Source: an optimization exercise on an open RTL-to-GDS flow (aim: small area). Production flows keep margins and buffers that such runs may drop. In this exercise RTL edits were held to simulation tests only and were not proved equivalent to the original.

==> inputs of run R <==
==> flow/design.v <==
module edge_detector
(
  input clock, reset, din,
  output reg rising
);
  reg        waiting;
  reg        ready;
  reg [16:0] lfsr;
  wire at_start = lfsr == 17'd0;
  wire wrap     = ready && at_start;
  wire clear    = rising || wrap;
  wire at_130   = !lfsr[0] && lfsr[4] && lfsr[9] && !lfsr[15];
  always @(posedge clock or posedge reset)
  begin
    if (reset == 1'b1) begin
      rising  <= 1'b0;
      waiting <= 1'b0;
    end
    else begin
      rising <= !rising && !waiting && din;
      if (rising)
        waiting <= 1'b1;
      else if (!din && ready)
        waiting <= 1'b0;
    end
  end
  always @(posedge clock)
  begin
    lfsr  <= ~({17{clear}} | {lfsr[15:0], lfsr[16] ^ lfsr[13]});
    ready <= !clear && (ready || at_130);
  end
endmodule
module edge_detector_no_count
(
  input clock, reset, din,
  output rising
);
  reg din_reg;
  assign rising = !din_reg && din;
  always @(posedge clock or posedge reset)
  begin
    if (reset == 1'b1)
      din_reg <= 1'b0;
    else
      din_reg <= din;
  end
endmodule
module dspl_drv_NexysA7
(
  input clock, reset,
  input [6:0] count_sec, count_min,
  input [1:0] potencia,
  output [7:0] an, dec_cat
);
  reg [6:0] prescaler;
  reg [2:0] dig_selection;
  reg [3:0] selected_dig;
  wire tick = prescaler == 7'h71;
  always @(posedge clock or posedge reset)
  begin
    if (reset == 1'b1) begin
      prescaler     <= 7'h30;
      dig_selection <= 3'd0;
    end
    else begin
      prescaler <= {prescaler[5:0], prescaler[6] ^ prescaler[5] ^ tick};
      if (tick)
        dig_selection <= dig_selection + 3'd1;
    end
  end
  wire [6:0] value = dig_selection[1] ? count_min : count_sec;
  wire [3:0] digit = dig_selection[0] ? value / 7'd10 : value % 7'd10;
  always @(posedge clock or posedge reset)
    if (reset == 1'b1)
      selected_dig <= 4'd0;
    else if (tick)
      selected_dig <= dig_selection[2] ? 4'd0 : digit;
  wire show_power = dig_selection == 3'd6;
  wire [3:0] d = selected_dig;
  assign an = {2'b11, !show_power, 1'b1,
               !(dig_selection == 3'd4), !(dig_selection == 3'd3),
               !(dig_selection == 3'd2), !(dig_selection == 3'd1)};
  reg [6:0] seg;
  always @*
  begin
    case (d)
      4'h0 : seg = 7'b0000001;
      4'h1 : seg = 7'b1001111;
      4'h2 : seg = 7'b0010010;
      4'h3 : seg = 7'b0000110;
      4'h4 : seg = 7'b1001100;
      4'h5 : seg = 7'b0100100;
      4'h6 : seg = 7'b0100000;
      4'h7 : seg = 7'b0001111;
      4'h8 : seg = 7'b0000000;
      4'h9 : seg = 7'b0000100;
      4'hA : seg = 7'b0001000;
      4'hB : seg = 7'b1100000;
      4'hC : seg = 7'b0110001;
      4'hD : seg = 7'b1000010;
      4'hE : seg = 7'b0110000;
      default : seg = 7'b0111000;
    endcase
  end
  wire [7:0] pot_cat = (potencia == 2'd1) ? 8'b11101111 :
                       (potencia == 2'd2) ? 8'b11111101 :
                       (potencia == 2'd3) ? 8'b01111111 :
                       8'b11111111;
  assign dec_cat = show_power ? pot_cat : {seg, 1'b1};
endmodule
module timer
(
    input start, stop, pause, clock, reset,
    input [6:0] min,
    input [5:0] sec,
    input [1:0] potencia,
    output reg done,
    output [7:0] an, dec_cat
);
    reg [1:0] EA;
    reg [6:0] count_sec;
    reg [6:0] count_min;
    reg [16:0] clock_count;
    reg start_int, stop_int;
    reg pause_int, pause_wait, pause_ready;
    reg [7:0] pause_cnt;
    wire ck1seg_rise = clock_count == 17'h19201;
    wire sec_zero = count_sec == 7'd0;
    wire [6:0] count_dec = (sec_zero && count_min != 7'd0 ? count_min : count_sec) - 7'd1;
    wire pause_130 = !pause_cnt[0] && pause_cnt[2] && pause_cnt[3] && pause_cnt[4] && pause_cnt[5] && pause_cnt[6];
    always @(posedge clock or posedge reset)
    begin
        if (reset) begin
            start_int  <= 1'b0;
            stop_int   <= 1'b0;
            pause_int  <= 1'b0;
            pause_wait <= 1'b0;
        end
        else begin
            start_int <= start;
            stop_int  <= stop;
            pause_int <= !pause_int && !pause_wait && pause;
            if (pause_int)
                pause_wait <= 1'b1;
            else if (!pause && pause_ready)
                pause_wait <= 1'b0;
        end
    end
    always @(posedge clock)
    begin
        pause_cnt   <= ~({8{pause_int}} | {pause_cnt[6:0], pause_cnt[7] ^ pause_cnt[2]});
        pause_ready <= !pause_int && (pause_ready || pause_130);
    end
    always @(posedge clock or posedge reset)
    begin
        if (reset)
            clock_count <= 17'h1a626;
        else
            clock_count <= {clock_count[15:0], clock_count[16] ^ clock_count[13] ^ ck1seg_rise};
    end
    always @(posedge clock or posedge reset)
    begin
        if (reset) begin
            EA <= 2'd0;
            done <= 1'b0;
        end else begin
            case (EA)
                2'd0: begin
                    if (start_int)
                        EA <= 2'd1;
                end
                2'd1: begin
                    done <= 1'b0;
                    if (pause_int)
                        EA <= 2'd2;
                    else if (stop_int || (sec_zero && count_min == 7'd0)) begin
                        EA <= 2'd0;
                        done <= 1'b1;
                    end
                end
                2'd2: begin
                    if (pause_int || start_int)
                        EA <= 2'd1;
                    else if (stop_int) begin
                        EA <= 2'd0;
                        done <= 1'b1;
                    end
                end
                default: ;
            endcase
        end
    end
    always @(posedge clock or posedge reset)
    begin
        if (reset) begin
            count_sec <= 7'd0;
            count_min <= 7'd0;
        end else if (ck1seg_rise) begin
            if (EA == 2'd0) begin
                count_sec <= {1'b0, sec};
                count_min <= (min >= 7'd100) ? 7'd99 : min;
            end
            if (EA == 2'd1) begin
                if (sec_zero && count_min != 7'd0) begin
                    count_sec <= 7'd59;
                    count_min <= count_dec;
                end else
                    count_sec <= count_dec;
            end
        end
    end
    dspl_drv_NexysA7 display(.clock(clock), .reset(reset), .count_sec(count_sec),
                             .count_min(count_min), .potencia(potencia), .an(an), .dec_cat(dec_cat));
endmodule
module ctrl_microondas
(
  input clock, reset,
  input start, stop, pause, porta, mais, menos, potencia, sec_mod,
  input [1:0] min_mod,
  input [2:0] presets,
  output [2:0] potencia_rgb,
  output [7:0] an, dec_cat
);
  reg [1:0] EA, potencia_int;
  reg [6:0] min_int;
  reg [5:0] sec_int;        
  reg cook_led;
  reg inc10;                
  wire start_int, stop_int, pause_int, mais_int, menos_int, done_int, done_timer, pause_timer, preset_neg, preset_edge;
  assign potencia_rgb = cook_led ? {potencia_int == 2'd3, potencia_int == 2'd2, potencia_int == 2'd1} : 3'b000;
  assign preset_neg = presets == 3'd0;
  assign pause_timer = (EA == 2'd1 && (pause_int || porta)) || (EA == 2'd2 && pause_int && !porta);
  wire sec_zero = sec_int == 6'd0;
  wire min_zero = min_int == 7'd0;
  always @(posedge clock or posedge reset) begin
    if (reset)
      cook_led <= 1'b0;
    else
      cook_led <= EA == 2'd1 || (EA == 2'd3 && cook_led);
  end
  edge_detector stop_left     (.clock(clock), .reset(reset), .din(stop),  .rising(stop_int));
  edge_detector pause_center  (.clock(clock), .reset(reset), .din(pause), .rising(pause_int));
  edge_detector start_right   (.clock(clock), .reset(reset), .din(start), .rising(start_int));
  edge_detector mais_up       (.clock(clock), .reset(reset), .din(mais),  .rising(mais_int));
  edge_detector menos_down    (.clock(clock), .reset(reset), .din(menos), .rising(menos_int));
  edge_detector_no_count timer_done    (.clock(clock), .reset(reset), .din(done_timer), .rising(done_int));
  edge_detector_no_count preset_detect (.clock(clock), .reset(reset), .din(preset_neg), .rising(preset_edge));
  timer timer_int (.clock(clock), .reset(reset), .start(start_int && !porta), .stop(stop_int), .pause(pause_timer),
                   .min(min_int), .sec(sec_int), .potencia(potencia_int),
                   .done(done_timer), .an(an), .dec_cat(dec_cat));
  always @(posedge clock or posedge reset) begin
    if (reset) begin
      EA <= 2'd0;
    end else begin
      case (EA)
        2'd0: begin
          if (start_int && !porta) EA <= 2'd1;
          if (preset_edge) EA <= 2'd3;
        end
        2'd1: begin
          if (pause_int || porta) EA <= 2'd2;
          if (stop_int) EA <= 2'd3;
          if (done_int) EA <= 2'd3;
          if (sec_zero && min_zero) EA <= 2'd0;
        end
        2'd2: begin
          if ((pause_int || start_int) && !porta) EA <= 2'd1;
          if (stop_int) EA <= 2'd3;
        end
        default: EA <= 2'd0;
      endcase
    end
  end
  always @(posedge clock)
    inc10 <= min_mod[1] || (!min_mod[0] && sec_mod);
  wire sec_mode = min_mod == 2'd0;
  wire carry  = mais_int && (inc10 ? sec_int >= 6'd50 : sec_int == 6'd59);
  wire borrow = menos_int && !min_zero && (inc10 ? sec_int <= 6'd9 : sec_zero);
  wire min_step = sec_mode ? (carry || borrow) : (mais_int || menos_int);
  wire min_down = sec_mode ? borrow : menos_int;
  wire min_big  = !sec_mode && inc10;
  wire [6:0] min_delta = min_down ? (min_big ? -7'd10 : -7'd1) : (min_big ? 7'd10 : 7'd1);
  wire [6:0] min_sum = min_int + min_delta;
  wire min_sat = !sec_mode && menos_int && (inc10 ? min_int <= 7'd10 : min_int <= 7'd1);
  reg [5:0] sec_delta;
  reg       sec_clear;
  always @* begin
    sec_clear = 1'b0;
    if (menos_int) begin
      if (!inc10)
        sec_delta = sec_zero ? (min_zero ? 6'd0 : 6'd59) : -6'd1;
      else if (sec_int <= 6'd9) begin
        sec_delta = 6'd50;
        sec_clear = min_zero;
      end else
        sec_delta = -6'd10;
    end else begin
      if (!inc10)
        sec_delta = (sec_int == 6'd59) ? 6'd5 : 6'd1;
      else
        sec_delta = (sec_int >= 6'd50) ? -6'd50 : 6'd10;
    end
  end
  wire [5:0] sec_sum = sec_clear ? 6'd0 : sec_int + sec_delta;
  always @(posedge clock or posedge reset) begin
    if (reset) begin
      min_int <= 7'd0;
      sec_int <= 6'd0;
      potencia_int <= 2'd2;
    end else begin
      if (EA == 2'd0) begin
        case (presets)
          3'd0: begin
            if (!potencia) begin
              if (min_sat)
                min_int <= 7'd0;
              else if (min_step)
                min_int <= min_sum;
              else if (min_int > 7'd99)
                min_int <= 7'd99;
              if (sec_mode && (mais_int || menos_int))
                sec_int <= sec_sum;
            end else begin
              if (mais_int && potencia_int != 2'd3)
                potencia_int <= potencia_int + 2'd1;
              if (menos_int && potencia_int != 2'd1)
                potencia_int <= potencia_int - 2'd1;
            end
          end
          3'd1: begin
            min_int <= 7'd99;
            sec_int <= 6'd30;
            potencia_int <= 2'd1;
          end
          3'd2: begin
            min_int <= 7'd3;
            sec_int <= 6'd30;
            potencia_int <= 2'd2;
          end
          3'd4: begin
            min_int <= 7'd1;
            sec_int <= 6'd15;
            potencia_int <= 2'd3;
          end
          default: ;
        endcase
      end
      if ((EA == 2'd1 && done_int) || EA == 2'd3) begin
        sec_int <= 6'd0;
        min_int <= 7'd0;
      end
    end
  end
endmodule
==> flow/flow/run.sh <==
#!/bin/bash
set -euo pipefail
here=$(pwd)
sed "s|SYNTH_SCRIPT=[^ ]*|SYNTH_SCRIPT=$here/flow/my_synth.tcl|" standard.sh > my_standard.sh
grep -q "SYNTH_SCRIPT=$here/flow/my_synth.tcl" my_standard.sh
bash my_standard.sh synth > synth_run.log 2>&1
export BUFFER_PORTS_ARGS="-buffer_cell sky130_fd_sc_hd__buf_1"
export CTS_ARGS="-sink_clustering_enable -repair_clock_nets -buf_list sky130_fd_sc_hd__clkbuf_8 -dont_use_dummy_load"
bash standard.sh > standard_run.log 2>&1
==> flow/flow/area.abc <==
strash
ifraig
&get -n
&deepsyn -T 60
&put
dch -f
amap
==> flow/flow/my_synth.tcl <==
# synth_recipe.tcl (ORFS synthesis without Yosys's fsm and share passes, then
# flattened and renamed), except that the ABC step runs flow/area.abc, an
# area-oriented script, in place of ORFS's own. The registers are mapped
# before ABC runs, so they are the standard synthesis's.
proc synth {args} { yosys synth -nofsm -noshare {*}$args }
set my_abc_script [file normalize [file join [file dirname [info script]] area.abc]]
proc my_abc_args {args_in} {
  set out {}
  set skip ""
  foreach a $args_in {
    if {$skip eq "-script"} { lappend out -script $::my_abc_script; set skip ""; continue }
    if {$skip eq "-D"} { set skip ""; continue }
    if {$a eq "-script" || $a eq "-D"} { set skip $a; continue }
    lappend out $a
  }
  return $out
}
set fh [open $::env(SCRIPTS_DIR)/synth.tcl]
set src [read $fh]
close $fh
set src [string map [list {log_cmd abc {*}$abc_args} {log_cmd abc {*}[my_abc_args $abc_args]}] $src]
if {[string first {my_abc_args $abc_args} $src] < 0} { error "abc call not found in synth.tcl" }
uplevel #0 $src
# left out here: clear keep_hierarchy, flatten, clean up, hide names made inside functions, write 1_2_yosys.v
==> flow/standard.sh <==
#!/bin/bash
# synth_recipe.tcl (not shown) runs the flow's synth.tcl, then flattens the netlist and writes it again
# the make line also repeats each setting of config.mk as NAME=value (left out here)
make -C /OpenROAD-flow-scripts/flow DESIGN_CONFIG=/design/flow/config.mk WORK_HOME=/design/flow/orfs CLKGATE_MAP_FILE= SYNTH_SCRIPT=/design/flow/synth_recipe.tcl "${@:-finish}"
==> flow/config.mk <==
export PLATFORM = sky130hd
export DESIGN_NAME = ctrl_microondas
export DESIGN_NICKNAME = ctrl_microondas
export VERILOG_FILES = /design/flow/design.v
export SDC_FILE = /design/flow/constraint.sdc
export NUM_CORES = 4
export LEC_CHECK = 0
export ABC_AREA = 1
export CAP_MARGIN = 0
export CORE_MARGIN = 2
export CORE_UTILIZATION = 60
export SLEW_MARGIN = 0
==> flow/constraint.sdc <==
create_clock -name core_clock -period 10.0 [get_ports {clock}]
set_input_delay 2.0000 -clock core_clock [delete_from_list [all_inputs] [get_ports {clock}]]
set_output_delay 2.0000 -clock core_clock [all_outputs]
set_load 0.01 [all_outputs]
==> run G (differences from run R) <==
==> flow/flow/area.abc (replaced) <==
strash
ifraig
&get -n
&deepsyn -T 150
&put
dch -f
amap -F 4 -A 8
--- a/flow/flow/my_synth.tcl
+++ b/flow/flow/my_synth.tcl
@@ -1,7 +1,11 @@
 # synth_recipe.tcl (ORFS synthesis without Yosys's fsm and share passes, then
-# flattened and renamed), except that the ABC step runs flow/area.abc, an
-# area-oriented script, in place of ORFS's own. The registers are mapped
-# before ABC runs, so they are the standard synthesis's.
+# flattened and renamed), except that:
+# - the ABC step runs flow/area.abc, an area-oriented script, in place of
+#   ORFS's own;
+# - adders are not extracted into half/full-adder cells before ABC, so ABC
+#   optimises them with the rest of the logic.
+# The registers are mapped before ABC runs, so they are the standard
+# synthesis's.
 proc synth {args} { yosys synth -nofsm -noshare {*}$args }
 set my_abc_script [file normalize [file join [file dirname [info script]] area.abc]]
 proc my_abc_args {args_in} {
@@ -20,5 +24,7 @@
 close $fh
 set src [string map [list {log_cmd abc {*}$abc_args} {log_cmd abc {*}[my_abc_args $abc_args]}] $src]
 if {[string first {my_abc_args $abc_args} $src] < 0} { error "abc call not found in synth.tcl" }
+set src [string map [list {extract_fa {*}[dont_use_extract_fa_args]} {puts "extract_fa skipped"}] $src]
+if {[string first {extract_fa skipped} $src] < 0} { error "extract_fa call not found in synth.tcl" }
 uplevel #0 $src
 # left out here: clear keep_hierarchy, flatten, clean up, hide names made inside functions, write 1_2_yosys.v
==> results_dict.tcl <==
set metrics [dict create \
    reg2reg_slack_ps 5790 \
    drive_gt1_share_pct 4.53 \
    status "complete, no violations" \
    nonClockInverterCount 86 \
    tapCellCount 143 \
    initial_core_util_pct 61.1 \
    area_delta_synth_final_pct 8.04 \
    crit_family "compound AO/OA/AOI/OAI gates" \
    via_per_inst 5.89 \
    multi_input_cells 475 \
    synth_area_leaders "dfxtp_1 29%, dfrtp_1 26%, nor2_1 8.9%" \
    num_vias 5515 \
    critPathSlowestCell "o21ai_0" \
    drtPass1Iterations 5 \
    final-instance-count-excl-fill 937 \
]
-- figures above: run G

==> results_dict.tcl <==
set metrics [dict create \
    status "complete, no violations" \
    nonClockInverterCount 106 \
    port_buffers 29 \
    reg2reg_slack_ps 6140 \
    drtPass1Iterations 4 \
    initial_core_util_pct 61.6 \
    multi_input_cells 500 \
    final-instance-count-excl-fill 987 \
    drive_gt1_share_pct 4.40 \
    area_delta_synth_final_pct 7.69 \
    synth_area_leaders "dfxtp_1 27%, dfrtp_1 24%, nor2_1 7.5%" \
    crit_family "simple AND/OR/NAND/NOR gates" \
    tapCellCount 147 \
    largestClassByArea "flip-flops and latches" \
    cts_hold_buf 0 \
]
-- figures above: run R

==> what the ideal ports hide <==
The results above use ideal ports. As a check the final layouts listed here were re-extracted and re-timed, cells and wires unchanged.
Step 1, drivers: a clkbuf_16 drives clock and a buf_2 each remaining input, both assumed.
Step 2 times the ports against the registers' clock, not the clock port: input delays grow and output delays shrink by t, the midpoint of the rising clock arrivals with the driver on.
Three values: no drivers, after step 1, after step 2; two values: the first two.
run | shift t [ns] | slack for setup (ns) | hold WS [ns] | worst register clock-pin slew, ns
run R | 0.468 | 5.671 / 5.635 / 5.277 | 0.367 / 0.367 / 0.367 | 0.10 / 0.10
run G | 0.456 | 4.823 / 4.837 / 4.382 | 0.366 / 0.366 / 0.366 | 0.09 / 0.09
After both steps every run listed still meets setup and hold. The setup slack of run G, which loses most, moves by +0.014 ns with the drivers and by -0.441 ns with both steps.
